From an optimization exercise on the open Yosys and OpenROAD flow, aimed at small area and a short achievable clock period; shortcuts taken in it are not production practice. Function was not checked in any run shown here: the RTL went through the layout flow alone.

<file path="flow/config.mk">
export PLATFORM = sky130hd
export DESIGN_NAME = fpa
export DESIGN_NICKNAME = fpa
export VERILOG_FILES = /design/flow/design.v
export SDC_FILE = /design/flow/constraint.sdc
export NUM_CORES = 4
export LEC_CHECK = 0
export CAP_MARGIN = 20
export CORE_MARGIN = 2
export CORE_UTILIZATION = 40
export SLEW_MARGIN = 20
</file>
<file path="flow/constraint.sdc">
create_clock -name core_clock -period 5.0 [get_ports {clk}]
set_input_delay 1.0000 -clock core_clock [delete_from_list [all_inputs] [get_ports {clk}]]
set_output_delay 1.0000 -clock core_clock [all_outputs]
set_load 0.01 [all_outputs]
</file>
<file path="flow/design.v">
module fpa(
  input  wire        clk,
  input  wire        reset,
  input  wire [11:0] A,
  input  wire [11:0] B,
  input  wire [11:0] C,
  input  wire [11:0] D,
  input  wire        pushin,
  output reg         pushout,
  output reg  [11:0] Z
);
  localparam K0 = 1;   
  localparam K1 = 1;   
  localparam K2 = 1;   
  localparam K3 = 1;   
  localparam K4 = 1;   
  function automatic ge5(input [4:0] a, input [4:0] b);
    reg [4:0] g, n; reg g43, n43, g21, n21, g40, n40, g4_1, n4_1;
    begin
      g = ~a & b; n = ~(a & ~b);
      g43 = g[4] | (n[4] & g[3]);  n43 = n[4] & n[3];
      g21 = g[2] | (n[2] & g[1]);  n21 = n[2] & n[1];
      g4_1 = g43 | (n43 & g21);    n4_1 = n43 & n21;
      ge5 = ~(g4_1 | (n4_1 & g[0]));
    end
  endfunction
  wire [4:0] eA = A[10:6], eB = B[10:6], eC = C[10:6], eD = D[10:6];
  wire gAB = ge5(eA, eB), gAC = ge5(eA, eC), gAD = ge5(eA, eD);
  wire gBC = ge5(eB, eC), gBD = ge5(eB, eD), gCD = ge5(eC, eD);
  wire selA = gAB & gAC & gAD;
  wire selB = ~gAB & gBC & gBD;
  wire selC = ~gAC & ~gBC & gCD;
  wire selD = ~gAD & ~gBD & ~gCD;
  wire [4:0] mx0 = ({5{selA}} & eA) | ({5{selB}} & eB) | ({5{selC}} & eC) | ({5{selD}} & eD);
  function automatic [6:0] mant(input [11:0] x);
    mant = ((|x[10:6]) ? {1'b1, x[5:0]} : 7'd0) ^ {7{x[11]}};
  endfunction
  wire [47:0] p0 = {mant(A), mant(B), mant(C), mant(D), eA, eB, eC, eD};
  wire [3:0]  s0 = {A[11], B[11], C[11], D[11]};
  reg  [47:0] p1; reg [3:0] s1; reg [4:0] mx1; reg v1;
  generate if (K0) begin : g_k0
    always @(posedge clk) begin p1 <= p0; s1 <= s0; mx1 <= mx0; end
    always @(posedge clk) v1 <= reset ? 1'b0 : pushin;
  end else begin : g_n0
    always @* begin p1 = p0; s1 = s0; mx1 = mx0; v1 = pushin; end
  end endgenerate
  function automatic [10:0] align(input [6:0] m, input s, input [4:0] e, input [4:0] mx);
    reg [4:0] sh; reg [10:0] v;
    begin
      sh = mx - e;
      v = {m, {4{s}}};
      v = sh[0] ? {s, v[10:1]}        : v;
      v = sh[1] ? {{2{s}}, v[10:2]}   : v;
      v = sh[2] ? {{4{s}}, v[10:4]}   : v;
      v = sh[3] ? {{8{s}}, v[10:8]}   : v;
      align = sh[4] ? {11{s}} : v;
    end
  endfunction
  wire [10:0] xA = align(p1[47:41], s1[3], p1[19:15], mx1);
  wire [10:0] xB = align(p1[40:34], s1[2], p1[14:10], mx1);
  wire [10:0] xC = align(p1[33:27], s1[1], p1[9:5],   mx1);
  wire [10:0] xD = align(p1[26:20], s1[0], p1[4:0],   mx1);
  wire [2:0]  ns1 = s1[3] + s1[2] + s1[1] + s1[0];
  wire [2:0]  nn1 = 3'd0 - ns1;
  wire [13:0] r4  = {nn1, 8'd0, ns1};
  reg [43:0] x2; reg [13:0] r42; reg [4:0] mx2; reg v2;
  generate if (K1) begin : g_k1
    always @(posedge clk) begin x2 <= {xA, xB, xC, xD}; r42 <= r4; mx2 <= mx1; end
    always @(posedge clk) v2 <= reset ? 1'b0 : v1;
  end else begin : g_n1
    always @* begin x2 = {xA, xB, xC, xD}; r42 = r4; mx2 = mx1; v2 = v1; end
  end endgenerate
  wire [13:0] q0 = {3'b0, x2[43:33]}, q1 = {3'b0, x2[32:22]}, q2 = {3'b0, x2[21:11]}, q3 = {3'b0, x2[10:0]};
  wire [13:0] a1 = q0 ^ q1 ^ q2;
  wire [13:0] b1 = {(q0 & q1) | (q0 & q2) | (q1 & q2), 1'b0};
  wire [13:0] a2 = a1 ^ b1 ^ q3;
  wire [13:0] b2 = {(a1 & b1) | (a1 & q3) | (b1 & q3), 1'b0};
  wire [13:0] a3 = a2 ^ b2 ^ r42;
  wire [13:0] b3 = {(a2 & b2) | (a2 & r42) | (b2 & r42), 1'b0};
  reg [13:0] a3r, b3r; reg [4:0] mx3; reg v3;
  generate if (K2) begin : g_k2
    always @(posedge clk) begin a3r <= a3; b3r <= b3; mx3 <= mx2; end
    always @(posedge clk) v3 <= reset ? 1'b0 : v2;
  end else begin : g_n2
    always @* begin a3r = a3; b3r = b3; mx3 = mx2; v3 = v2; end
  end endgenerate
  wire [13:0] S = a3r + b3r;
  reg [13:0] S4; reg [4:0] mx4; reg v4;
  generate if (K3) begin : g_k3
    always @(posedge clk) begin S4 <= S; mx4 <= mx3; end
    always @(posedge clk) v4 <= reset ? 1'b0 : v3;
  end else begin : g_n3
    always @* begin S4 = S; mx4 = mx3; v4 = v3; end
  end endgenerate
  wire        sgn = S4[13];
  wire [12:0] M   = sgn ? (13'd0 - S4[12:0]) : S4[12:0];
  wire        d3 = ~|M[12:5];
  wire [12:0] M1 = d3 ? {M[4:0], 8'd0} : M;
  wire        d2 = ~|M1[12:9];
  wire [12:0] M2 = d2 ? {M1[8:0], 4'd0} : M1;
  wire        d1 = ~|M2[12:11];
  wire [12:0] M3 = d1 ? {M2[10:0], 2'd0} : M2;
  wire        d0 = ~M3[12];
  wire [12:0] M4 = d0 ? {M3[11:0], 1'b0} : M3;
  reg sgn5, nz5; reg [5:0] fr5; reg [3:0] lz5; reg [4:0] mx5; reg v5;
  generate if (K4) begin : g_k4
    always @(posedge clk) begin sgn5 <= sgn; nz5 <= M4[12]; fr5 <= M4[11:6]; lz5 <= {d3, d2, d1, d0}; mx5 <= mx4; end
    always @(posedge clk) v5 <= reset ? 1'b0 : v4;
  end else begin : g_n4
    always @* begin sgn5 = sgn; nz5 = M4[12]; fr5 = M4[11:6]; lz5 = {d3, d2, d1, d0}; mx5 = mx4; v5 = v4; end
  end endgenerate
  wire signed [6:0] E = $signed({2'b00, mx5}) - $signed({3'b000, lz5});
  wire [4:0] ef = E[4:0] + 5'd2;
  wire zero = ~nz5 | E[6];
  wire sat  = (E > 7'sd28) | ((E == 7'sd28) & fr5[5] & fr5[4] & (|fr5[3:0]));
  wire [11:0] res = zero ? 12'h000 : sat ? {sgn5, 5'b11110, 6'b110000} : {sgn5, ef, fr5};
  always @(posedge clk) begin
    Z <= res;
    pushout <= reset ? 1'b0 : v5;
  end
endmodule
</file>
<file path="flow/run.sh">
#!/bin/bash
# synth_recipe.tcl (not shown) runs the flow's synth.tcl, then flattens the netlist and writes it again
# the make line also repeats each setting of config.mk as NAME=value (left out here)
make -C /OpenROAD-flow-scripts/flow DESIGN_CONFIG=/design/flow/config.mk WORK_HOME=/design/flow/orfs CLKGATE_MAP_FILE= SYNTH_SCRIPT=/design/flow/synth_recipe.tcl finish
</file>
==> notes.md, run 1 <==
Final Core Density 47.55%; GRT Overall Usage 15.51%; post_cts resized 0; worst path cell trace inv_1 -> ha_1 -> or3b_4 -> o31ai_1 -> xor2_1 -> o211ai_2 -> or2_2 -> o221a_1 -> o21bai_1 -> mux2i_1 -> mux2i_1; Synth Area in XOR/XNOR 4.749%; count of different cell masters after synthesis 63; Max-Cap Viols 0; nature of the critical path startpoint register; post-CTS setup buffer count 0; mux contribution to synthesized area 11.02%; Simple-Gate Fraction of Synth Area 9.091%; Congestion Overflow GR 0; skew final 7.627 ps; ant diodes 0; Yosys Warn Count 1; largest family of logic cells by synthesized area adder cells; Core Area 22640 µm²; Hold-fix buffers, CTS 0; Mapped Nets 1009; total instance count after detailed placement 1206; Worst path slowest cell o21bai_1; CTS clk-pin slew, worst paths 70 ps; count of final setup violators 0; post-route minimum period 4021 ps; max incr delay on CP 710 ps; # H-tree levels 4; WP data required 5300 ps; TritonCTS Buffers 17; IO Pins 64; Mapped Cells 880; Via Count 6205; Total Neg Setup Slack 0 ps; max_slew headroom 40.42%; design area 10770 µm²; Main synth FF type dfxtp_1; Syn Area/Cell 10.48 µm²; First-pass DRT Iterations 4; EDFF count, synth 0; adder-cell share of the synthesized area 15.17%; maximum clock rate 248.7 MHz; # fillers 2047; Post-Syn Area 9221 µm²; #FFs+latches synth 196; largest net degree at the start of global routing 23; sequential area share after synthesis 42.55%; Slew Viols, Final 0; final std cells w/o fill 1238; Synth Area in Compound Gates 14.15%; Layout area overhead 16.76%; clock latency on the worst-skew pair 430 ps; area taken by multi-input logic gates 4996 µm²; slack of the critical path 979.1 ps; TritonCTS Sinks 196; GPL Wtd Cong 0.8762; Die Area 24280 µm²; Post-synth ARST share 0%; initial antenna violation count 0; post-route ant nets 0; Sequential cell area 3924 µm²; Top cell by count, worst path mux2i_1; actual slew at the worst max-slew pin 885.5 ps; crit end category register; drt initial violations 237; vias in the first global route 6073; global-route wire length before repair 29.85 mm; CTS tree done; crit path launch S4[0]; Worst Hold Launch mx3[2]; Hold Path Class reg2reg; Vias per Instance 5.012; Tcrit/Tclk final 80.42%; DP Wirelength 13.96 mm; Worst Path Arrival 4320 ps; Die H 155.8 µm; placed cell area 10120 µm²; layout cells sized above 1 8.919%; WL per Instance 14.50 µm; root cell of the clock tree clkbuf_16; CP Class reg2reg; CTS Buffer Depth 2; final hold slack 323.3 ps; pre-CTS setup slack 1051 ps; RSZ-0062 raised after global routing false; Nets 1069; status finished clean; die span in x 155.8 µm; std cell rows 55; IO Port Bufs 63; Total Wirelength 17.95 mm; Initial Utilization 40.73%; worst reg2reg startpoint S4[0]; critical path fanouts, max 9; Residual DRC 0; Fin. Hold Viols 0
## path summary, 6_finish.rpt
| path | cells past startpoint | slack, ps | end |
|---|---|---|---|
| min | 0 | 320 | mx4[2] |
| min reg2reg | 0 | 320 | mx4[2] |
| max | 11 | 980 | fr5[2] |
| max reg2reg | 11 | 980 | fr5[2] |
## cells in the mapped netlist, types with 4 or more instances
cell | count | area, µm²
o22ai_1 | 12 | 75.07
fa_1 | 31 | 620.6
nand2b_1 | 10 | 62.56
o31ai_1 | 8 | 60.06
mux2i_1 | 52 | 520.5
dfxtp_1 | 196 | 3924
a211oi_1 | 14 | 105.1
inv_1 | 55 | 206.5
a221o_1 | 5 | 50.05
nand2_1 | 46 | 172.7
clkbuf_1 | 13 | 48.80
nor3_1 | 6 | 30.03
mux4_2 | 4 | 90.09
nand3_1 | 6 | 30.03
a21oi_1 | 40 | 200.2
a221oi_1 | 4 | 35.03
a31oi_1 | 9 | 56.30
o21ai_0 | 54 | 270.3
buf_1 | 7 | 26.28
xor2_1 | 16 | 140.1
xnor2_1 | 34 | 297.8
a22o_1 | 5 | 43.79
and2_1 | 6 | 37.54
a21o_1 | 11 | 82.58
ha_1 | 47 | 588.1
nor2_1 | 62 | 232.7
mux2_2 | 36 | 405.4
nor2b_1 | 18 | 112.6
maj3_1 | 19 | 190.2
o21a_1 | 7 | 52.55
## registers in the layout, summed over array words and instances (netlist names), 5 cells and up
name,flops
a3r,14
r42,5
p1,48
mx1,5
fr5,6
mx2,5
mx5,5
mx3,5
x2,44
mx4,5
Z,12
b3r,12
S4,14
## per-layer routing
layer | global-route usage, % | routed length [µm]
met1 | 19.39 | 8263
met3 | 3.056 | 517
met5 | 0 | 0
met2 | 26.63 | 8812
met4 | 5.679 | 355
## cells by family (layout without fill, tap and decap cells)
group | Yosys count | after routing
flip-flops | 196 | 196
AND/OR/NAND/NOR | 174 | 174
multiplexers | 92 | 92
buffers and inverters | 78 | 151
XOR/XNOR | 50 | 50
adder cells (fa/ha/maj) | 97 | 97
AO/OA/AOI/OAI | 193 | 193
## worst max-delay path: cells and delay by family, from the launching register on
family / cells / cell delay (ps)
mux: 2 / 410
flops: 1 / 360
buf+inv: 1 / 160
fa+ha+maj: 1 / 290
simple gates: 2 / 830
xor+xnor: 1 / 370
compound gates: 4 / 1500
## area by class of cell
type                            instances  area share, %
Tap cell                              285          3.312
Timing Repair Buffer                   63          5.857
Inverter                               56          1.952
Multi-Input combinational cell        606          46.40
Clock buffer                           18          4.079
Clock inverter                         14          1.952
Sequential cell                       196          36.44
## cell usage in the layout (no fill, tap or decap), drive strengths merged, types with 31 or more instances in the layout
cell type,count
mux2i,52
nand2,46
fa,31
a21oi,40
inv,64
nor2,62
ha,47
mux2,36
xnor2,34
o21ai,55
dfxtp,196
clkdlybuf4s50,63
==> run 2: changes to the inputs <==
--- a/flow/config.mk
+++ b/flow/config.mk
@@ -6,4 +6,5 @@
 export NUM_CORES = 4
 export LEC_CHECK = 0
+export ABC_AREA = 1
 export CAP_MARGIN = 20
 export CORE_MARGIN = 2
==> run 2 against run 1 <==
  * Still clean
  * Synthesized cell count is 34% higher
  * Worst setup slack better by 1300 ps
  * Synthesized area is 3.0% higher
  * Clock skew is 9.7 ps higher
  * Utilization is 0.52 points lower
==> notes.md, run 2 <==
WP data required 5360 ps; sequential area share after synthesis 41.33%; Mapped Cells 1180; Tcrit/Tclk final 54.34%; Worst Path Arrival 3080 ps; CTS tree done; Synth Area in Compound Gates 12.86%; drt initial violations 223; final std cells w/o fill 1571; vias in the first global route 7091; clock latency on the worst-skew pair 440 ps; Die H 158.1 µm; Mapped Nets 1309; # fillers 2328; area taken by multi-input logic gates 4857 µm²; Core Area 23400 µm²; Layout area overhead 15.95%; Worst Hold Launch mx4[2]; GRT Overall Usage 17.15%; root cell of the clock tree clkbuf_16; std cell rows 56; Main synth FF type dfxtp_1; commonest non-fill, non-tap cells in the layout nand2_1, dfxtp_1, inv_1, o21ai_0, nor2_1; cell with the most instances after synthesis nand2_1; CTS Buffer Depth 2; CTS clk-pin slew, worst paths 80 ps; largest family of logic cells by synthesized area simple AND/OR/NAND/NOR gates; r2r setup slk 2280 ps; Synth top cells by count nand2_1, dfxtp_1, inv_1, o21ai_0, nor2_1; layout cells sized above 1 6.709%; die span in x 158.1 µm; largest net degree at the start of global routing 22; top flop regs p1: 48 flops, x2: 44 flops; nature of the critical path startpoint register; Initial Utilization 40.57%; global-route wire length before repair 33.47 mm; Hold Path Class reg2reg; maximum clock rate 368.0 MHz; Fin. Hold Viols 0; #FFs+latches synth 196; RSZ-0062 raised after global routing false; Sequential cell area 3924 µm²; crit path capture x2[22]; TritonCTS Buffers 17; crit end category register; initial antenna violation count 0; Synth Area in XOR/XNOR 3.413%; share of the synthesized area in the top cell type 41.33%; total instance count after detailed placement 1539; Die Area 24980 µm²; max_slew headroom 55.84%; count of different cell masters after synthesis 42; Yosys Warn Count 1; Total Neg Setup Slack 0 ps; GPL Wtd Cong 0.8877; Post-synth ARST share 0%; Residual DRC 0; post-route minimum period 2717 ps; Total Wirelength 20.39 mm; crit path launch mx1[0]; Max-Cap Viols 0; First-pass DRT Iterations 5; DP Wirelength 16.39 mm; IO Port Bufs 63; post-route ant nets 0; actual slew at the worst max-slew pin 660.2 ps; critical path fanouts, max 11; CP Class reg2reg; mux contribution to synthesized area 1.371%; IO Pins 64; Final Core Density 47.04%; top post-synthesis cells by area dfxtp_1, nand2_1, fa_1, ha_1, o21ai_0; Nets 1368; most common cell after layout, fill and taps aside nand2_1; status finished clean; reg-to-reg endpoint x2[22]; post_cts resized 0; Simple-Gate Fraction of Synth Area 20.78%; Top reg by flops p1; Post-Syn Area 9494 µm²; post-CTS setup buffer count 0; ant diodes 0; adder-cell share of the synthesized area 12.73%; WL per Instance 12.98 µm; skew final 17.31 ps; Synth area leader dfxtp_1; Congestion Overflow GR 0; Vias per Instance 4.698; worst reg2reg startpoint mx1[0]; count of final setup violators 0; Slew Viols, Final 0; # H-tree levels 4; final hold slack 312.7 ps; Syn Area/Cell 8.046 µm²; reg2reg path depth 11; Hold-fix buffers, CTS 0; Via Count 7381; TritonCTS Sinks 196; EDFF count, synth 0; max reg flops 48
-- run 2: worst min-delay path by stage --
stage | slack [ps] | end | cells past startpoint
after global routing | 330 | mx5[2] | 0
after global placement | 310 | a3r[13] | 0
after floorplan | 310 | S4[0] | 0
final | 310 | mx5[2] | 0
after CTS | 320 | mx5[2] | 0
after detailed placement | 310 | mx4[2] | 0
-- run 2: kinds of logic after synthesis --
family | after synthesis
AOI/OAI and AO/OA | 223
xor gates and xnor gates | 37
adders and majority gates | 78
buffers and inverters | 181
DFF | 196
muxes | 13
and+or+nand+nor | 452
-- run 2: layout make-up --
type | instances | share of cell area [%]
clock buffers | 17 | 3.864
flip-flops and latches | 196 | 35.64
multi-input cells | 803 | 44.12
clock inverters | 15 | 1.603
inverters | 158 | 5.410
repair buffers | 63 | 5.729
well taps | 319 | 3.626
-- run 2: metal layers --
layer / share of wire [%] / global-route usage, % / vias to the layer above
met5: 0 / 0 / -
met2: 50 / 30.91 / 111
met3: 2.8 / 2.929 / 24
met4: 1.6 / 4.976 / 0
met1: 45 / 20.95 / 3304
li1: - / - / 3942
-- run 2: worst max-delay path, cell delays in order, from the launching register on --
cell     delay (ps)
dfxtp_1         320
inv_1           170
ha_1            180
inv_1            60
fa_1            410
xor2_1          570
inv_1           250
nor2_1          220
inv_1            80
o21ai_0         110
o21ai_0         110
o21ai_0         170
-- run 2: per-stage QoR --
step	cell area, µm²	setup WS [ps]
finish	11010	2283
global placement	10410	1861
detailed placement	10410	1880
global route	11010	1943
CTS	11010	2270
floorplan	9494	2725
==> run 3: changes to the inputs <==
--- a/flow/design.v
+++ b/flow/design.v
@@ -12,5 +12,5 @@
   localparam K0 = 1;   
   localparam K1 = 1;   
-  localparam K2 = 1;   
+  localparam K2 = 0;   
   localparam K3 = 1;   
   localparam K4 = 1;   
==> run 3 against run 2 <==
  * Synthesized cell count unchanged
  * Fmax decreased by 30%
  * Clock skew decreased by 6.3 ps
  * Critical endpoint is now S4[13]
==> notes.md, run 3 <==
Top reg by flops p1; Core Area 21890 µm²; critical path fanouts, max 2; # H-tree levels 4; # fillers 2158; post-route ant nets 0; Post-synth ARST share 0%; metal3 WL 589 µm; Layout area overhead 16.25%; area taken by multi-input logic gates 4802 µm²; Residual DRC 0; Tcrit/Tclk final 78.10%; top post-synthesis cells by area dfxtp_1, nand2_1, inv_1, o21ai_0, fa_1; commonest non-fill, non-tap cells in the layout nand2_1, inv_1, dfxtp_1, o21ai_0, nor2_1; reg-to-reg endpoint S4[13]; Vias per Instance 4.729; Hold EP mx5[2]; Fin. Hold Viols 0; Mapped Cells 1180; layout cells sized above 1 5.986%; Sequential cell area 3283 µm²; Yosys Warn Count 1; Hold Path Class reg2reg; reg2reg path depth 18; Total Neg Setup Slack 0 ps; crit end category register; vias in the first global route 6613; count of different cell masters after synthesis 41; actual slew at the worst max-slew pin 676.8 ps; IO Pins 64; max layer used met4; cell with the most instances after synthesis nand2_1; WP data required 5320 ps; CTS clk-pin slew, worst paths 70 ps; maximum clock rate 256.1 MHz; post-route minimum period 3905 ps; Via Count 7249; GRT Overall Usage 16.08%; Main synth FF type dfxtp_1; sequential area share after synthesis 36.72%; IO Port Bufs 63; ant diodes 0; Mapped Nets 1309; DP Wirelength 15.04 mm; worst reg2reg startpoint x2[34]; WL per Instance 12.16 µm; #FFs+latches synth 164; Slew Viols, Final 0; Synth top cells by count nand2_1, inv_1, dfxtp_1, o21ai_0, nor2_1; Congestion Overflow GR 0; design area 10390 µm²; Die H 153.5 µm; Hold-fix buffers, CTS 0; most common cell after layout, fill and taps aside nand2_1; post_cts resized 0; std cell rows 54; clock latency on the worst-skew pair 430 ps; Post-Syn Area 8941 µm²; CTS Buffer Depth 2; top flop regs p1: 48 flops, x2: 44 flops, S4: 14 flops; TritonCTS Sinks 164; EDFF count, synth 0; CTS tree done; global-route wire length before repair 31.02 mm; root cell of the clock tree clkbuf_16; CP Class reg2reg; die span in x 153.5 µm; Met1 Wirelength 8.570 mm; Max-Cap Viols 0; Worst Path Arrival 4220 ps; Total Wirelength 18.64 mm; Initial Utilization 40.84%; count of final setup violators 0; drt initial violations 362; WHS Path Cells 0; max_slew headroom 54.73%; largest net degree at the start of global routing 21; Syn Area/Cell 7.577 µm²; Die Area 23570 µm²; WL met2 9.039 mm; skew final 10.97 ps; TritonCTS Buffers 17; post-CTS setup buffer count 0; r2r setup slk 1100 ps; max reg flops 48; Worst Hold Launch mx4[2]; Nets 1369; First-pass DRT Iterations 5; placed cell area 9812 µm²; GPL Wtd Cong 0.9459; Synth area leader dfxtp_1; RSZ-0062 raised after global routing false; initial antenna violation count 0; status finished clean; share of the synthesized area in the top cell type 36.72%; nature of the critical path startpoint register
==> run 3: changes by cell type after synthesis, sizes merged, moves of 4 or more <==
cell   delta
dfxtp    -32
nand2    -17
nand3     +5
nand4    -11
a21oi     +4
inv      +40
nor3      +6
nor2      -4
o21ai    +11
==> run 3: cell type report <==
type	count	area share, %
Inverter	198	7.175
Sequential cell	164	31.59
Multi-Input combinational cell	796	46.20
Tap cell	280	3.371
Clock buffer	17	4.093
Clock inverter	15	1.505
Timing Repair Buffer	63	6.067
==> run 3: worst max path at each step <==
stage,start,endpoint
2_1_floorplan,x2[34],S4[13]
3_3_place_gp,x2[34],S4[13]
3_5_place_dp,x2[34],S4[13]
4_1_cts,x2[34],S4[13]
5_1_grt,x2[34],S4[13]
6_report,x2[34],S4[13]
==> run 3: layer usage <==
layer  track usage [%]  vias up
met5                 0        -
met4             6.204        0
met3             2.678       34
met2             28.02      141
met1             19.89     3166
li1                  -     3908
==> run 3: worst max-delay path, stage by stage (launching register included) <==
cell and delay, ps:
dfxtp_1 320, fa_1 560, fa_1 440, fa_1 520, ha_1 160, inv_1 60, fa_1 400, nand3b_1 170
nand2_1 100, a21oi_1 70, o21bai_1 200, nand2_1 70, nand2_1 60, a21oi_1 80, o21ai_0 260, nand2_1 80
nand2_1 70, a21oi_1 70, xnor2_1 120
==> run 3: logic make-up after synthesis <==
| group | Yosys count | synth area share (%) |
|---|---|---|
| DFF | 164 | 36.72 |
| muxes | 14 | 1.567 |
| xor gates and xnor gates | 37 | 3.624 |
| and+or+nand+nor | 431 | 20.54 |
| buffers and inverters | 220 | 9.572 |
| adders and majority gates | 78 | 13.52 |
| AOI/OAI and AO/OA | 236 | 14.46 |
==> run 3: metrics by stage <==
step	hold WS, ps	setup slack [ps]	cells	util (%)
floorplan	309.6	1292	1180	-
global placement	310.3	1106	1501	44.82
detailed placement	312.1	1064	1501	44.82
CTS	328.4	1049	1533	47.48
global route	330.0	764.4	1533	47.48
finish	327.7	1095	1533	47.48
==> run 4: changes to the inputs <==
--- a/flow/design.v
+++ b/flow/design.v
@@ -12,6 +12,6 @@
   localparam K0 = 1;   
   localparam K1 = 1;   
-  localparam K2 = 0;   
-  localparam K3 = 1;   
+  localparam K2 = 1;   
+  localparam K3 = 0;   
   localparam K4 = 1;   
   function automatic ge5(input [4:0] a, input [4:0] b);
==> run 4 against run 3 <==
  * Still clean on timing, DRC and antenna
  * Synthesized area rose by 3.7%
  * Worst hold slack barely moved
  * Sequential share of layout area grew 1.2 points
  * Global-route usage grew 1.3 points
  * Cell area increased by 3.3%
  * Clock skew increased by 10 ps
  * Via count increased by 5.6%
  * Clock-buffer cell count is the same
  * Non-clock buffer count did not move
  * Fmax increased by 14%
  * Critical path type unchanged
==> notes.md, run 4 <==
top post-synthesis cells by area dfxtp_1, nand2_1, inv_1, fa_1, ha_1; status finished clean; Total Wirelength 20.49 mm; ant diodes 0; worst reg2reg startpoint a3r[1]; EDFF count, synth 0; Die H 156.2 µm; Via Count 7652; max_slew headroom 51.48%; Worst Hold Launch mx3[4]; Yosys Warn Count 1; IO Pins 64; Post-Syn Area 9269 µm²; Tcrit/Tclk final 68.57%; Syn Area/Cell 7.591 µm²; Synth area leader dfxtp_1; nature of the critical path startpoint register; post-route ant nets 0; skew final 21.12 ps; Synth top cells by count nand2_1, dfxtp_1, inv_1, o21ai_0, nor2_1; most common cell after layout, fill and taps aside nand2_1; CTS Buffer Depth 2; largest net degree at the start of global routing 20; First-pass DRT Iterations 7; sequential area share after synthesis 38.01%; Main synth FF type dfxtp_1; Vias per Instance 4.840; Post-synth ARST share 0%; count of final setup violators 0; initial antenna violation count 0; Worst Path Arrival 3770 ps; WL per Instance 12.96 µm; Slew Viols, Final 0; final hold slack 327.5 ps; #FFs+latches synth 176; GRT Overall Usage 17.33%; RSZ-0062 raised after global routing false; critical path fanouts, max 8; Final Core Density 47.27%; crit end category register; CP Class reg2reg; crit path capture fr5[2]; drt initial violations 365; DP Wirelength 16.61 mm; Die Area 24410 µm²; CTS clk-pin slew, worst paths 80 ps; Initial Utilization 40.82%; post-route minimum period 3428 ps; reg2reg path depth 22; clock latency on the worst-skew pair 440 ps; Top reg by flops p1; Hold-fix buffers, CTS 0; Hold Path Class reg2reg; Residual DRC 0; Core Area 22710 µm²; TritonCTS Buffers 17; Mapped Cells 1221; cell with the most instances after synthesis nand2_1; WP data required 5340 ps; root cell of the clock tree clkbuf_16; IO Port Bufs 63; maximum clock rate 291.7 MHz; crit path launch a3r[1]; count of different cell masters after synthesis 44; post-CTS setup buffer count 0; CTS tree done; share of the synthesized area in the top cell type 38.01%; top flop regs p1: 48 flops, x2: 44 flops, a3r: 14 flops; Layout area overhead 15.82%; reg-to-reg endpoint fr5[2]; std cell rows 55; Nets 1412; post_cts resized 0; commonest non-fill, non-tap cells in the layout nand2_1, dfxtp_1, inv_1, o21ai_0, nor2_1; layout cells sized above 1 5.633%; global-route wire length before repair 33.94 mm; Max-Cap Viols 0; die span in x 156.2 µm; TritonCTS Sinks 176; Mapped Nets 1350; GPL Wtd Cong 0.9614; # H-tree levels 4; Fin. Hold Viols 0; vias in the first global route 7266; r2r setup slk 1570 ps; max reg flops 48; Total Neg Setup Slack 0 ps; actual slew at the worst max-slew pin 725.3 ps; Congestion Overflow GR 0
==> run 4: cell type report <==
class / instances / area (µm²)
multi-input cells: 845 / 4961
well taps: 285 / 356.6
repair buffers: 63 / 630.6
fillers: 2290 / 11970
flip-flops and latches: 176 / 3523
clock inverters: 15 / 160.2
inverters: 180 / 678.2
clock buffers: 17 / 425.4
==> run 4: cell families (layout without fill, tap and decap cells) <==
kind of cell,Yosys count,count (layout),share of synthesized area (%)
simple gates,509,509,23.29
compound gates,217,217,13.16
buf+inv,200,275,8.464
flops,176,176,38.01
fa+ha+maj,78,78,13.04
xor+xnor,29,29,2.740
mux,12,12,1.296
==> run 4: worst min path at each step <==
stage | slack, ps | to | depth (start not counted)
3_5_place_dp | 310 | mx5[2] | 0
6_report | 330 | mx5[4] | 0
2_1_floorplan | 310 | a3r[12] | 0
5_1_grt | 330 | a3r[12] | 0
4_1_cts | 330 | a3r[12] | 0
3_3_place_gp | 310 | mx5[1] | 0
==> run 4: critical path, cell delays in order (launching register included) <==
cell and delay [ps]:
dfxtp_1 330, ha_1 190, inv_1 60, fa_1 490
inv_1 70, nor3_1 240, nand2_1 100, a21oi_1 200
nand3_1 120, nand3_1 110, nand2_2 90, inv_1 60
nand3_1 110, nor2_4 160, nand3_2 160, o21ai_2 170
nand3_1 130, nand2_4 130, inv_2 70, nand2_1 150
nand2_1 70, nand3_1 70, nand2_1 50
==> run 4: stage by stage <==
stage | cells | worst slack (ps) | area [µm²]
global placement | 1549 | 1682 | 10150
floorplan | 1221 | 1927 | 9269
detailed placement | 1549 | 1564 | 10150
global route | 1581 | 1146 | 10740
CTS | 1581 | 1562 | 10740
finish | 1581 | 1572 | 10740
==> run 4: per-layer routing <==
metal	vias up	GRT usage (%)	wire length, µm
met3	31	2.963	639
met2	149	30.66	10020
met5	-	0	0
li1	4059	-	-
met1	3413	21.21	9395
met4	0	6.247	433
==> run 5: changes to the inputs <==
--- a/flow/design.v
+++ b/flow/design.v
@@ -12,5 +12,5 @@
   localparam K0 = 1;   
   localparam K1 = 1;   
-  localparam K2 = 1;   
+  localparam K2 = 0;   
   localparam K3 = 0;   
   localparam K4 = 1;   
==> run 5 against run 4 <==
  * Synthesized cell count is 1.7% lower
  * Die area is 5.7% lower
  * Clock-buffer cell count is 1 higher
  * Final cell count is 1.4% lower
  * Sequential share of layout area is 4.8 points lower
==> notes.md, run 5 <==
status finished clean; Vias per Instance 4.828; Max-Cap Viols 0; post-route minimum period 4700 ps; Top reg by flops p1; WL per Instance 12.81 µm; Congestion Overflow GR 0; sequential area share after synthesis 33.04%; DP Wirelength 15.94 mm; CTS clk-pin slew, worst paths 70 ps; top post-synthesis cells by area dfxtp_1, nand2_1, inv_1, fa_1, o21ai_0; most common cell after layout, fill and taps aside nand2_1; initial antenna violation count 0; CP Class reg2reg; Layout area overhead 18.06%; Die Area 23010 µm²; pre-CTS setup slack 146.1 ps; Tcrit/Tclk final 94.00%; Main synth FF type dfxtp_1; Hold EP mx2[0]; ant diodes 0; actual slew at the worst max-slew pin 721.1 ps; max_slew headroom 51.76%; CTS tree done; count of different cell masters after synthesis 45; commonest non-fill, non-tap cells in the layout nand2_1, inv_1, dfxtp_1, o21ai_0, nor2_1; EDFF count, synth 0; TritonCTS Buffers 17; IO Port Bufs 63; IO Pins 64; Total Neg Setup Slack 0 ps; Post-Syn Area 8725 µm²; vias in the first global route 7039; Slew Viols, Final 0; share of the synthesized area in the top cell type 33.04%; Nets 1395; r2r setup slk 300 ps; slack of the critical path 300.1 ps; GRT Overall Usage 18.39%; Fin. Hold Viols 0; Mapped Cells 1200; #FFs+latches synth 144; crit end category register; Post-synth ARST share 0%; Yosys Warn Count 1; layout cells sized above 1 7.349%; critical path fanouts, max 12; Worst Path Arrival 5020 ps; Synth top cells by count nand2_1, inv_1, dfxtp_1, o21ai_0, nor2_1; clock latency on the worst-skew pair 420 ps; count of final setup violators 0; worst reg2reg startpoint x2[34]; std cell rows 54; First-pass DRT Iterations 5; Hold Path Class reg2reg; Synth area leader dfxtp_1; # H-tree levels 4; top flop regs p1: 48 flops, x2: 44 flops, Z: 12 flops; Die H 151.7 µm; reg2reg path depth 25; largest net degree at the start of global routing 18; Residual DRC 0; Via Count 7527; reg-to-reg endpoint fr5[4]; WP data required 5320 ps; max reg flops 48; Initial Utilization 40.35%; Syn Area/Cell 7.271 µm²; global-route wire length before repair 33.27 mm; Worst Hold Launch mx1[0]; nature of the critical path startpoint register; TritonCTS Sinks 144; Total Wirelength 19.97 mm; Mapped Nets 1329; die span in x 151.7 µm; cell with the most instances after synthesis nand2_1; drt initial violations 366; GPL Wtd Cong 0.9315; post-route ant nets 0; WHS Path Cells 0; skew final 10.78 ps; maximum clock rate 212.8 MHz; CTS Buffer Depth 2; Core Area 21620 µm²; root cell of the clock tree clkbuf_16
==> run 5: cell count changes in the layout (fill, tap and decap cells not counted), moves of 6 or more <==
cell,delta
dfxtp_1,-32
nand2_1,-22
inv_1,+18
a221oi_1,+6
o2111ai_1,-6
o21ai_0,+6
==> run 5: cell families (layout without fill, tap and decap cells) <==
family                     after synthesis  after routing  synth area share [%]
AOI/OAI and AO/OA                      223            223                 14.27
buffers and inverters                  221            300                 9.852
DFF                                    144            144                 33.04
and+or+nand+nor                        494            494                 24.80
xor gates and xnor gates                28             28                 2.811
adders and majority gates               78             78                 13.85
muxes                                   12             12                 1.377
==> run 5: routing by layer <==
metal / global-route usage (%) / vias up / routed length, µm
li1: - / 3996 / -
met1: 23.08 / 3385 / 9143
met2: 31.98 / 118 / 9983
met3: 2.605 / 28 / 490
met4: 6.991 / 0 / 354
met5: 0 / - / 0
==> run 5: worst max-delay path: stages (launching register included) <==
cell     delay (ps)
dfxtp_1         320
fa_1            550
fa_1            420
fa_1            500
ha_2            200
fa_2            440
inv_2            90
nand2_1          70
nor2_2          120
nand2_1          70
nor2_2          130
buf_4           120
nand4_1         140
nand3_1         140
nand3_2         100
nor2_4          190
nand2_2          90
o21ai_4         200
nor2_4           80
nand3_2          90
nand2_4          90
nor2_4          130
buf_12          140
nand2_1          50
nand3_1          70
nand2_1          50
==> run 5: how the worst max path moves through the flow <==
stage / cells after the start / start / to
6_report: 25 / x2[34] / fr5[4]
5_1_grt: 26 / x2[34] / fr5[4]
4_1_cts: 25 / x2[34] / fr5[4]
3_5_place_dp: 25 / x2[34] / fr5[2]
3_3_place_gp: 25 / x2[34] / fr5[0]
2_1_floorplan: 25 / x2[34] / fr5[0]
==> run 5: what timing repair did <==
action	CTS	global route
hold buffers	0	0
setup buffers	0	6
resized for setup	0	16
setup endpoints to repair	0	8
==> run 5: area by class of cell <==
cell class | count | area [µm²]
timing repair buffer | 69 | 688.2
fill | 2149 | 11320
multi-input combinational | 835 | 5042
inverter | 199 | 752.0
tap | 280 | 350.3
clock buffer | 18 | 439.2
sequential | 144 | 2883
clock inverter | 14 | 145.1
==> run 5: metrics by stage <==
stage	cell area (µm²)	cells	util (%)	hold WS [ps]
CTS	10180	1553	47.08	351.1
global placement	9595	1521	44.38	340.7
detailed placement	9595	1521	44.38	336.4
finish	10300	1559	47.64	350.8
floorplan	8725	1200	-	309.6
global route	10300	1559	47.64	358.6
==> run 6: changes to the inputs <==
--- a/flow/design.v
+++ b/flow/design.v
@@ -13,6 +13,6 @@
   localparam K1 = 1;   
   localparam K2 = 0;   
-  localparam K3 = 0;   
-  localparam K4 = 1;   
+  localparam K3 = 1;   
+  localparam K4 = 0;   
   function automatic ge5(input [4:0] a, input [4:0] b);
     reg [4:0] g, n; reg g43, n43, g21, n21, g40, n40, g4_1, n4_1;
==> run 6 against run 5 <==
  * Highest routed layer unchanged
  * Register-to-register slack better by 420 ps
  * Critical path type unchanged
  * Largest cell class unchanged
  * Routed wire length shrank 6.7%
  * Synthesized cell count down 8.2%
  * Still clean on timing, DRC and antenna
  * Cell area decreased by 3.9%
  * Via count fell by 7.8%
==> notes.md, run 6 <==
status finished clean; skew final 8.495 ps; Tcrit/Tclk final 85.61%; Max-Cap Viols 0; Synth area leader dfxtp_1; cell with the most instances after synthesis nand2_1; post-route minimum period 4280 ps; First-pass DRT Iterations 4; count of different cell masters after synthesis 44; Syn Area/Cell 7.696 µm²; max incr delay on CP 680 ps; drt initial violations 369; Nets 1292; Die H 149.6 µm; Core Area 20890 µm²; maximum clock rate 233.6 MHz; top flop regs p1: 48 flops, x2: 44 flops, S4: 14 flops; actual slew at the worst max-slew pin 724.7 ps; Layout area overhead 16.73%; TritonCTS Sinks 146; Die Area 22380 µm²; Congestion Overflow GR 0; area taken by multi-input logic gates 4861 µm²; Hold-fix buffers, CTS 0; Sequential cell area 2923 µm²; Mapped Nets 1231; # fillers 2064; initial antenna violation count 0; # H-tree levels 4; Synth top cells by count nand2_1, dfxtp_1, inv_1, o21ai_0, nor2_1; max_slew headroom 51.52%; Main synth FF type dfxtp_1; Worst Path Arrival 4600 ps; Fin. Hold Viols 0; Top reg by flops p1; post_cts resized 0; Total Neg Setup Slack 0 ps; Hold Path Class reg2reg; Slew Viols, Final 0; WP data required 5320 ps; IO Port Bufs 63; RSZ-0062 raised after global routing false; top post-synthesis cells by area dfxtp_1, nand2_1, fa_1, o21ai_0, ha_1; most common cell after layout, fill and taps aside nand2_1; commonest non-fill, non-tap cells in the layout nand2_1, dfxtp_1, inv_1, o21ai_0, nor2_1; count of final setup violators 0; Vias per Instance 4.781; GRT Overall Usage 17.40%; Post-Syn Area 8481 µm²; GPL Wtd Cong 0.9386; Total Wirelength 18.64 mm; Via Count 6937; IO Pins 64; Worst path slowest cell dfxtp_1; WL per Instance 12.84 µm; Yosys Warn Count 1; #FFs+latches synth 146; CTS Buffer Depth 2; post-route ant nets 0; EDFF count, synth 0; vias in the first global route 6550; CTS clk-pin slew, worst paths 60 ps; crit end category register; post-CTS setup buffer count 0; DP Wirelength 15.05 mm; share of the synthesized area in the top cell type 34.46%; nature of the critical path startpoint register; Initial Utilization 40.60%; std cell rows 53; global-route wire length before repair 30.73 mm; CTS tree done; Mapped Cells 1102; Residual DRC 0; largest net degree at the start of global routing 18; sequential area share after synthesis 34.46%; Top cell by count, worst path nand2_1; Post-synth ARST share 0%; ant diodes 0; clock latency on the worst-skew pair 430 ps; root cell of the clock tree clkbuf_16; die span in x 149.6 µm; critical path fanouts, max 17; max reg flops 48; CP Class reg2reg; layout cells sized above 1 8.333%; TritonCTS Buffers 17
[run 6: layout make-up]
cell class                 instances  share of cell area, %
sequential                       146                  29.52
tap                              275                  3.476
clock buffer                      19                  4.474
inverter                         154                  5.915
multi-input combinational        781                  49.10
clock inverter                    13                  1.138
timing repair buffer              63                  6.370
[run 6: metrics by stage]
stage | setup slack, ps | hold slack, ps | util (%) | instance area [µm²] | std cells
2_1_floorplan | 1181 | 309.6 | - | 8481 | 1102
3_3_place_gp | 889.3 | 311.3 | 44.73 | 9344 | 1419
3_5_place_dp | 742.5 | 312.1 | 44.73 | 9344 | 1419
4_1_cts | 725.3 | 321.8 | 47.39 | 9899 | 1451
5_1_grt | 209.4 | 331.8 | 47.39 | 9899 | 1451
6_report | 719.5 | 322.0 | 47.39 | 9899 | 1451
[run 6: kinds of logic (layout without fill, tap and decap cells)]
| logic type | Yosys count | count (layout) | synth area share [%] |
|---|---|---|---|
| fa+ha+maj | 78 | 78 | 14.25 |
| mux | 14 | 14 | 1.652 |
| xor+xnor | 38 | 38 | 3.924 |
| simple gates | 427 | 427 | 22.87 |
| compound gates | 224 | 224 | 14.62 |
| flops | 146 | 146 | 34.46 |
| buf+inv | 175 | 249 | 8.218 |
[run 6: routing by layer]
metal	global-route usage [%]	share of wire, %
met4	5.286	1.5
met5	0	0
met3	3.445	2.8
met1	21.70	47
met2	30.32	49
[run 6: critical path: cells and delay by family (launching register included)]
family	cells	cell delay, ps
AOI/OAI and AO/OA	2	400
adders and majority gates	2	580
buffers and inverters	2	100
and+or+nand+nor	21	2420
DFF	1	680
[run 6: final timing paths]
check | cells past startpoint | slack, ps | to | start
setup / recovery | 27 | 720 | Z[0] | S4[13]
hold / removal | 0 | 320 | mx4[1] | mx2[1]
setup reg to reg | 27 | 720 | Z[0] | S4[13]
hold reg to reg | 0 | 320 | mx4[1] | mx2[1]
==> run 7: changes to the inputs <==
--- a/flow/design.v
+++ b/flow/design.v
@@ -12,5 +12,5 @@
   localparam K0 = 1;   
   localparam K1 = 1;   
-  localparam K2 = 0;   
+  localparam K2 = 1;   
   localparam K3 = 1;   
   localparam K4 = 0;   
==> run 7 against run 6 <==
  * Final cell count rose by 2.8%
  * Die area increased by 6.8%
  * Non-clock buffer count stayed put
  * Register-to-register slack improved by 220 ps
  * Flip-flop and latch count is 32 higher
  * Routed wire length decreased by 1.9%
  * Critical path depth grew 6
  * Highest routed layer unchanged
==> notes.md, run 7 <==
WL per Instance 12.26 µm; r2r setup slk 930 ps; reg-to-reg endpoint Z[0]; status finished clean; die span in x 154.6 µm; Core Area 22430 µm²; critical path fanouts, max 8; max incr delay on CP 380 ps; reg2reg path depth 33; Residual DRC 0; drt initial violations 355; layout cells sized above 1 6.877%; TritonCTS Buffers 17; CTS clk-pin slew, worst paths 70 ps; Max-Cap Viols 0; top flop regs p1: 48 flops, x2: 44 flops; GRT Overall Usage 15.86%; Mapped Cells 1132; RSZ-0062 raised after global routing false; skew final 10.91 ps; max_slew headroom 50.02%; TritonCTS Sinks 178; DP Wirelength 14.88 mm; clock latency on the worst-skew pair 430 ps; std cell rows 55; largest net degree at the start of global routing 17; Top reg by flops p1; vias in the first global route 6591; # fillers 2203; Initial Utilization 40.44%; count of final setup violators 0; Total Neg Setup Slack 0 ps; First-pass DRT Iterations 5; WP data required 5330 ps; post_cts resized 0; Syn Area/Cell 8.013 µm²; Hold-fix buffers, CTS 0; post-CTS setup buffer count 0; Nets 1323; Slew Viols, Final 0; Post-Syn Area 9071 µm²; EDFF count, synth 0; sequential area share after synthesis 39.28%; Synth area leader dfxtp_1; Worst Hold Launch mx3[1]; initial antenna violation count 0; Tcrit/Tclk final 81.30%; Mapped Nets 1261; Vias per Instance 4.786; CTS tree done; ant diodes 0; post-route ant nets 0; Top cell by count, worst path nor2_1; maximum clock rate 246.0 MHz; Main synth FF type dfxtp_1; Hold Path Class reg2reg; root cell of the clock tree clkbuf_16; most common cell after layout, fill and taps aside nand2_1; # H-tree levels 4; crit end category register; max reg flops 48; #FFs+latches synth 178; Hold EP mx4[1]; Yosys Warn Count 1; Total Wirelength 18.29 mm; Die Area 23900 µm²; commonest non-fill, non-tap cells in the layout nand2_1, dfxtp_1, inv_1, o21ai_0, nor2_1; Synth top cells by count nand2_1, dfxtp_1, inv_1, o21ai_0, nor2_1; placed cell area 9963 µm²; IO Pins 64; global-route wire length before repair 30.42 mm; GPL Wtd Cong 0.8929; actual slew at the worst max-slew pin 747.2 ps; Post-synth ARST share 0%; Congestion Overflow GR 0; design area 10590 µm²; Worst path slowest cell fa_1; IO Port Bufs 63; Worst Path Arrival 4400 ps; share of the synthesized area in the top cell type 39.28%; worst reg2reg startpoint S4[0]; WHS Path Cells 0; nature of the critical path startpoint register; Die H 154.6 µm; top post-synthesis cells by area dfxtp_1, nand2_1, fa_1, o21ai_0, ha_1; CTS Buffer Depth 2; post-route minimum period 4065 ps; Via Count 7140; Fin. Hold Viols 0; CP Class reg2reg; Layout area overhead 16.76%; cell with the most instances after synthesis nand2_1; count of different cell masters after synthesis 43
## run 7: cell count changes in the layout (fill, tap and decap cells not counted), sizes merged, moves of 3 or more
cell / before / now
a221oi: 8 / 4
nand4: 9 / 5
dfxtp: 146 / 178
o21ai: 128 / 133
inv: 153 / 157
o2111ai: 0 / 3
nand3: 51 / 46
nand2: 234 / 230
bufinv: 1 / 4
a211oi: 1 / 4
## run 7: worst max-delay path by stage
stage	start	end	slack, ps	cells past startpoint
floorplan	S4[0]	Z[0]	1260	33
global placement	S4[0]	Z[3]	1020	33
detailed placement	S4[0]	Z[0]	890	33
CTS	S4[0]	Z[0]	890	33
global route	S4[0]	Z[9]	440	30
finish	S4[0]	Z[0]	930	33
## run 7: per-stage QoR
| stage | util, % | hold slack (ps) | std cells | worst slack, ps |
|---|---|---|---|---|
| 6_report | 47.21 | 321.7 | 1492 | 934.9 |
| 5_1_grt | 47.21 | 318.2 | 1492 | 440.0 |
| 4_1_cts | 47.21 | 318.5 | 1492 | 889.5 |
| 3_5_place_dp | 44.41 | 312.1 | 1460 | 889.6 |
| 3_3_place_gp | 44.41 | 310.7 | 1460 | 1017 |
| 2_1_floorplan | - | 309.6 | 1132 | 1265 |
## run 7: worst max-delay path: cells and delay by family, from the launching register on
kind / cells / cell delay [ps]
simple gates: 23 / 2130
fa+ha+maj: 3 / 820
compound gates: 1 / 180
xor+xnor: 1 / 140
flops: 1 / 360
buf+inv: 5 / 330
## run 7: routing by layer
metal	vias to the layer above	global-route usage, %	share of wire (%)
met5	-	0	0
met4	0	5.996	2.2
met3	31	2.914	3.2
met2	147	28.55	50
met1	3173	18.79	45
li1	3789	-	-
## run 7: final cells by class
type / instances / area, µm² / share of cell area (%)
multi-input combinational: 775 / 4808 / 45.40
sequential: 178 / 3563 / 33.64
timing repair buffer: 63 / 630.6 / 5.954
inverter: 159 / 604.3 / 5.706
clock buffer: 19 / 442.9 / 4.182
tap: 285 / 356.6 / 3.367
clock inverter: 13 / 185.2 / 1.748
## run 7: cells by family (layout without fill, tap and decap cells)
logic type,count (synthesis),count (layout),synth area share (%)
simple gates,416,416,20.58
compound gates,227,227,13.68
buf+inv,179,254,7.710
flops,178,178,39.28
fa+ha+maj,78,78,13.32
xor+xnor,39,39,3.766
mux,15,15,1.655
==> run 8: changes to the inputs <==
--- a/flow/design.v
+++ b/flow/design.v
@@ -13,5 +13,5 @@
   localparam K1 = 1;   
   localparam K2 = 1;   
-  localparam K3 = 1;   
+  localparam K3 = 0;   
   localparam K4 = 0;   
   function automatic ge5(input [4:0] a, input [4:0] b);
==> run 8 against run 7 <==
  * Flip-flop and latch count is 20 lower
  * First-iteration DRC count is 6.2% lower
  * Critical path depth is 3 higher
  * Global-route usage is 1.8 points higher
  * Critical path type unchanged
  * Largest cell class unchanged
  * Highest routed layer unchanged
==> notes.md, run 8 <==
Congestion Overflow GR 0; top flop regs p1: 48 flops, x2: 44 flops, a3r: 14 flops; Nets 1417; count of final setup violators 0; layout cells sized above 1 11.46%; top post-synthesis cells by area dfxtp_1, nand2_1, inv_1, fa_1, ha_1; final std cells w/o fill 1580; Core Area 21960 µm²; total instance count after detailed placement 1533; nature of the critical path startpoint register; actual slew at the worst max-slew pin 680.1 ps; most common cell after layout, fill and taps aside nand2_1; cell with the most instances after synthesis nand2_1; Residual DRC 0; final hold slack 336.7 ps; #FFs+latches synth 158; ant diodes 0; r2r setup slk 180 ps; die span in x 154.3 µm; placed cell area 9927 µm²; sequential area share after synthesis 35.03%; Total Neg Setup Slack 0 ps; worst reg2reg startpoint b3r[1]; Yosys Warn Count 1; Mapped Nets 1337; post-route minimum period 4822 ps; Post-synth ARST share 0%; maximum clock rate 207.4 MHz; Via Count 7632; Tcrit/Tclk final 96.44%; WL per Instance 13.09 µm; initial antenna violation count 0; global-route wire length before repair 33.81 mm; CP Class reg2reg; GRT Overall Usage 17.69%; share of the synthesized area in the top cell type 35.03%; crit path capture Z[0]; # H-tree levels 4; Syn Area/Cell 7.475 µm²; Mapped Cells 1208; GR Util met2 31.67%; First-pass DRT Iterations 4; TritonCTS Sinks 158; drt initial violations 333; clock latency on the worst-skew pair 430 ps; GR Util met1 21.75%; crit end category register; reg-to-reg endpoint Z[0]; Die H 154.3 µm; CTS Buffer Depth 2; Max-Cap Viols 0; RSZ-0062 raised after global routing true; critical path fanouts, max 7; Synth area leader dfxtp_1; Main synth FF type dfxtp_1; IO Pins 64; CTS clk-pin slew, worst paths 70 ps; GRT busiest layer met2; Hold Path Class reg2reg; DP Wirelength 16.42 mm; Worst path slowest cell fa_2; WP data required 5330 ps; EDFF count, synth 0; Die Area 23790 µm²; crit path launch b3r[1]; Total Wirelength 20.68 mm; Synth top cells by count nand2_1, inv_1, dfxtp_1, o21ai_0, nor2_1; Slew Viols, Final 0; Top reg by flops p1; status finished clean; Initial Utilization 41.12%; post-route ant nets 0; Fin. Hold Viols 0; skew final 13.37 ps; root cell of the clock tree clkbuf_16; max incr delay on CP 570 ps; std cell rows 54; Layout area overhead 19.79%; max reg flops 48; IO Port Bufs 63; largest net degree at the start of global routing 17; Sequential cell area 3166 µm²; reg2reg path depth 36; CTS tree done; Post-Syn Area 9030 µm²; max_slew headroom 54.50%; TritonCTS Buffers 17; GPL Wtd Cong 0.9173; count of different cell masters after synthesis 45; commonest non-fill, non-tap cells in the layout nand2_1, inv_1, dfxtp_1, o21ai_0, nor2_1; vias in the first global route 7120; Vias per Instance 4.830; met3 Use GR 3.026%; area taken by multi-input logic gates 5223 µm²; Worst Path Arrival 5150 ps; design area 10820 µm²; # fillers 2133
## run 8: cell count changes after synthesis, sizes merged, moves of 6 or more
cell   before  now
a21oi      64   58
dfxtp     178  158
inv       157  182
nand2     230  306
nand3      46   71
o21ai     133  116
## run 8: worst max-delay path, delay by kind of cell (launching register included)
family | cells | cell delay [ps]
and+or+nand+nor | 24 | 2230
adders and majority gates | 4 | 1280
xor gates and xnor gates | 2 | 390
DFF | 1 | 350
buffers and inverters | 5 | 290
AOI/OAI and AO/OA | 1 | 180
## run 8: logic make-up (layout without fill, tap and decap cells)
logic type / count (synthesis) / in the layout / synth area share [%]
AO/OA/AOI/OAI: 205 / 205 / 12.48
XOR/XNOR: 32 / 32 / 3.353
adder cells (fa/ha/maj): 78 / 78 / 13.39
buffers and inverters: 204 / 296 / 8.799
flip-flops: 158 / 158 / 35.03
multiplexers: 13 / 13 / 1.441
AND/OR/NAND/NOR: 518 / 518 / 25.51
## run 8: repair_timing
action / in CTS / in global routing
endpoints found under the setup margin: 11 / 11
pin swaps: 0 / 34
cloned: 0 / 0
buffers inserted: 0 / 16
gates resized for setup: 4 / 43
hold buffers: 0 / 0
## run 8: area by class of cell
type	instances	share of cell area [%]
Multi-Input combinational cell	846	48.28
Inverter	184	6.501
Tap cell	280	3.239
Sequential cell	158	29.27
Clock buffer	22	4.384
Timing Repair Buffer	81	7.079
Clock inverter	9	1.249
## run 8: per-stage QoR
stage | util, % | setup slack, ps
finish | 49.26 | 177.9
global route | 49.26 | -111.4
CTS | 48.02 | 1.356
detailed placement | 45.21 | 16.36
global placement | 45.21 | 152.2
floorplan | - | 424.0
## run 8: routing by layer
layer  part of all wire, %  vias to the layer above  routed length, µm
met5                     0                        -                  0
met4                   1.5                        0                317
met3                   2.7                       27                560
met2                    50                      128              10340
met1                    46                     3447               9463
li1                      -                     4030                  -
## run 8: how the worst min path moves through the flow
stage | start | to | slack (ps) | depth (start not counted)
global placement | r42[13] | a3r[13] | 320 | 0
finish | r42[12] | a3r[12] | 340 | 0
floorplan | r42[12] | a3r[12] | 310 | 0
global route | mx2[4] | mx3[4] | 350 | 0
detailed placement | r42[12] | a3r[12] | 320 | 0
CTS | r42[12] | a3r[12] | 340 | 0
==> run 9: changes to the inputs <==
--- a/flow/design.v
+++ b/flow/design.v
@@ -11,8 +11,8 @@
 );
   localparam K0 = 1;   
-  localparam K1 = 1;   
+  localparam K1 = 0;   
   localparam K2 = 1;   
   localparam K3 = 0;   
-  localparam K4 = 0;   
+  localparam K4 = 1;   
   function automatic ge5(input [4:0] a, input [4:0] b);
     reg [4:0] g, n; reg g43, n43, g21, n21, g40, n40, g4_1, n4_1;
==> run 9 against run 8 <==
  * Global-route usage up 0.066 points
  * Utilization fell by 1.3 points
  * Die area shrank 8.2%
  * Sequential share of layout area shrank 4.3 points
  * Largest cell class unchanged
==> notes.md, run 9 <==
Nets 1397; cell with the most instances after synthesis nand2_1; Syn Area/Cell 6.850 µm²; RSZ-0062 raised after global routing false; worst path cell trace inv_1 -> ha_1 -> inv_1 -> fa_1 -> xor2_1 -> inv_1 -> a21oi_1 -> nand2_1 -> nand3_1 -> nand2_1 -> fa_1 -> inv_1 -> fa_1 -> fa_1; max incr delay on CP 500 ps; EDFF count, synth 0; adder-cell share of the synthesized area 14.62%; post-route ant nets 0; Synth area leader dfxtp_1; Mapped Nets 1336; post_cts resized 0; top flop regs p1: 48 flops, a3r: 14 flops; IO Port Bufs 63; TritonCTS Buffers 17; largest family of logic cells by synthesized area simple AND/OR/NAND/NOR gates; Total Neg Setup Slack 0 ps; most common cell after layout, fill and taps aside nand2_1; Post-synth ARST share 0%; nature of the critical path startpoint register; sequential area share after synthesis 29.30%; post-CTS setup buffer count 0; post-route minimum period 4021 ps; maximum clock rate 248.7 MHz; WP data required 5290 ps; die span in x 147.8 µm; TritonCTS Sinks 121; std cell rows 52; Mapped Cells 1207; global-route wire length before repair 31.44 mm; Simple-Gate Fraction of Synth Area 26.13%; Via Count 7347; Fin. Hold Viols 0; drt initial violations 308; critical path fanouts, max 13; Initial Utilization 40.86%; # H-tree levels 4; CTS tree done; total instance count after detailed placement 1519; largest net degree at the start of global routing 18; Main synth FF type dfxtp_1; root cell of the clock tree clkbuf_16; DP Wirelength 15.37 mm; CP Class reg2reg; Post-Syn Area 8268 µm²; Worst path top cell family by delay adder cells; GRT Overall Usage 17.75%; First-pass DRT Iterations 4; max_slew headroom 65.91%; Yosys Warn Count 1; vias in the first global route 7079; CTS clk-pin slew, worst paths 60 ps; Tcrit/Tclk final 80.41%; #FFs+latches synth 121; Worst Path Arrival 4310 ps; GPL Wtd Cong 0.9458; clock latency on the worst-skew pair 420 ps; top post-synthesis cells by area dfxtp_1, nand2_1, inv_1, fa_1, ha_1; Residual DRC 0; r2r setup slk 980 ps; Slew Viols, Final 0; Core Area 20230 µm²; Layout area overhead 17.28%; CTS Buffer Depth 2; IO Pins 64; Die H 147.8 µm; Synth Area in XOR/XNOR 2.966%; Worst path slowest cell fa_1; Synth top cells by count nand2_1, inv_1, dfxtp_1, nor2_1, o21ai_0; count of different cell masters after synthesis 39; Top reg by flops p1; actual slew at the worst max-slew pin 508.4 ps; crit end category register; share of the synthesized area in the top cell type 29.30%; mux contribution to synthesized area 0.7264%; Vias per Instance 4.737; skew final 8.520 ps; Synth Area in Compound Gates 14.89%; pre-CTS setup slack 1058 ps; layout cells sized above 1 6.011%; max reg flops 48; WL per Instance 12.07 µm; count of final setup violators 0; commonest non-fill, non-tap cells in the layout nand2_1, inv_1, dfxtp_1, nor2_1, o21ai_0; Total Wirelength 18.72 mm; Hold-fix buffers, CTS 0; ant diodes 0; final std cells w/o fill 1551; Max-Cap Viols 0; Hold Path Class reg2reg; slack of the critical path 979.3 ps; initial antenna violation count 0; Worst Path Buf+Inv 4; Congestion Overflow GR 0; status finished clean; Die Area 21840 µm²
run 9: changes by cell type in the layout (fill, tap and decap cells not counted), moves of 6 or more:
cell,delta
inv_1,+39
dfxtp_1,-35
a21oi_1,+26
nand2_2,-22
nor2_1,+22
buf_4,-18
o21ai_0,-18
o22ai_1,+14
nand3_1,-10
nand2_1,+9
nor2_2,-8
mux2i_1,-7
nand3_2,-6
run 9: final timing paths:
| path | cells after the start | startpoint | endpoint |
|---|---|---|---|
| max reg2reg | 14 | mx1[0] | a3r[1] |
| min | 0 | mx3[0] | mx5[0] |
| min reg2reg | 0 | mx3[0] | mx5[0] |
| max | 14 | mx1[0] | a3r[1] |
run 9: cells by family (layout without fill, tap and decap cells):
family / after synthesis / count (layout)
XOR/XNOR: 28 / 28
multiplexers: 6 / 6
adder cells (fa/ha/maj): 78 / 78
AO/OA/AOI/OAI: 225 / 225
AND/OR/NAND/NOR: 506 / 506
flip-flops: 121 / 121
buffers and inverters: 243 / 317
run 9: layout make-up:
class / instances / area (µm²)
clock buffers: 17 / 425.4
clock inverters: 15 / 141.4
fillers: 2053 / 10540
inverters: 222 / 833.3
multi-input cells: 843 / 4906
flip-flops and latches: 121 / 2422
well taps: 270 / 337.8
repair buffers: 63 / 630.6
run 9: per-stage QoR:
step / instance area, µm² / hold slack, ps / utilization (%)
after floorplan: 8268 / 309.6 / -
after CTS: 9697 / 342.4 / 47.92
final: 9697 / 345.1 / 47.92
after global routing: 9697 / 344.5 / 47.92
after detailed placement: 9130 / 339.0 / 45.12
after global placement: 9130 / 333.2 / 45.12
run 9: metal layers:
| layer | global-route usage (%) | vias up | share of wire [%] |
|---|---|---|---|
| li1 | - | 3960 | - |
| met1 | 21.20 | 3245 | 46 |
| met2 | 32.23 | 122 | 50 |
| met3 | 3.056 | 20 | 2.9 |
| met4 | 5.913 | 0 | 1.3 |
| met5 | 0 | - | 0 |

## re-timing with driven ports
In the flow no input, the clock included, has a driving cell. The finished layouts below were timed again as built, in two steps. Step 1 sets driving cells, clkbuf_16 on the clock port and buf_2 on the other inputs (assumed; they add their load-dependent delay and slew). Step 2 also shifts input and output timing later by t, the mid clock arrival at the registers, as if the neighbouring blocks saw the same clock. Three values: ideal, step 1, step 2; two values: the first two.
run	shift t [ns]	setup WS [ns]	hold WS [ns]
run 1	0.469	0.979 / 0.979 / 0.979	0.323 / 0.323 / 0.323
run 2	0.480	2.283 / 2.283 / 1.846	0.313 / 0.313 / 0.313
run 3	0.467	1.095 / 1.095 / 1.095	0.328 / 0.328 / 0.328
run 4	0.468	1.572 / 1.572 / 1.572	0.328 / 0.328 / 0.328
run 5	0.465	0.300 / 0.300 / 0.300	0.351 / 0.351 / 0.351
run 6	0.467	0.720 / 0.720 / 0.720	0.322 / 0.322 / 0.322
run 7	0.467	0.935 / 0.935 / 0.935	0.322 / 0.322 / 0.322
run 8	0.467	0.178 / 0.178 / 0.178	0.337 / 0.337 / 0.337
run 9	0.458	0.979 / 0.979 / 0.979	0.345 / 0.345 / 0.345
After both steps setup and hold are still met in every run listed. The setup slack of run 2, which loses most, moves by 0.000 ns with the drivers and by -0.437 ns with both steps.
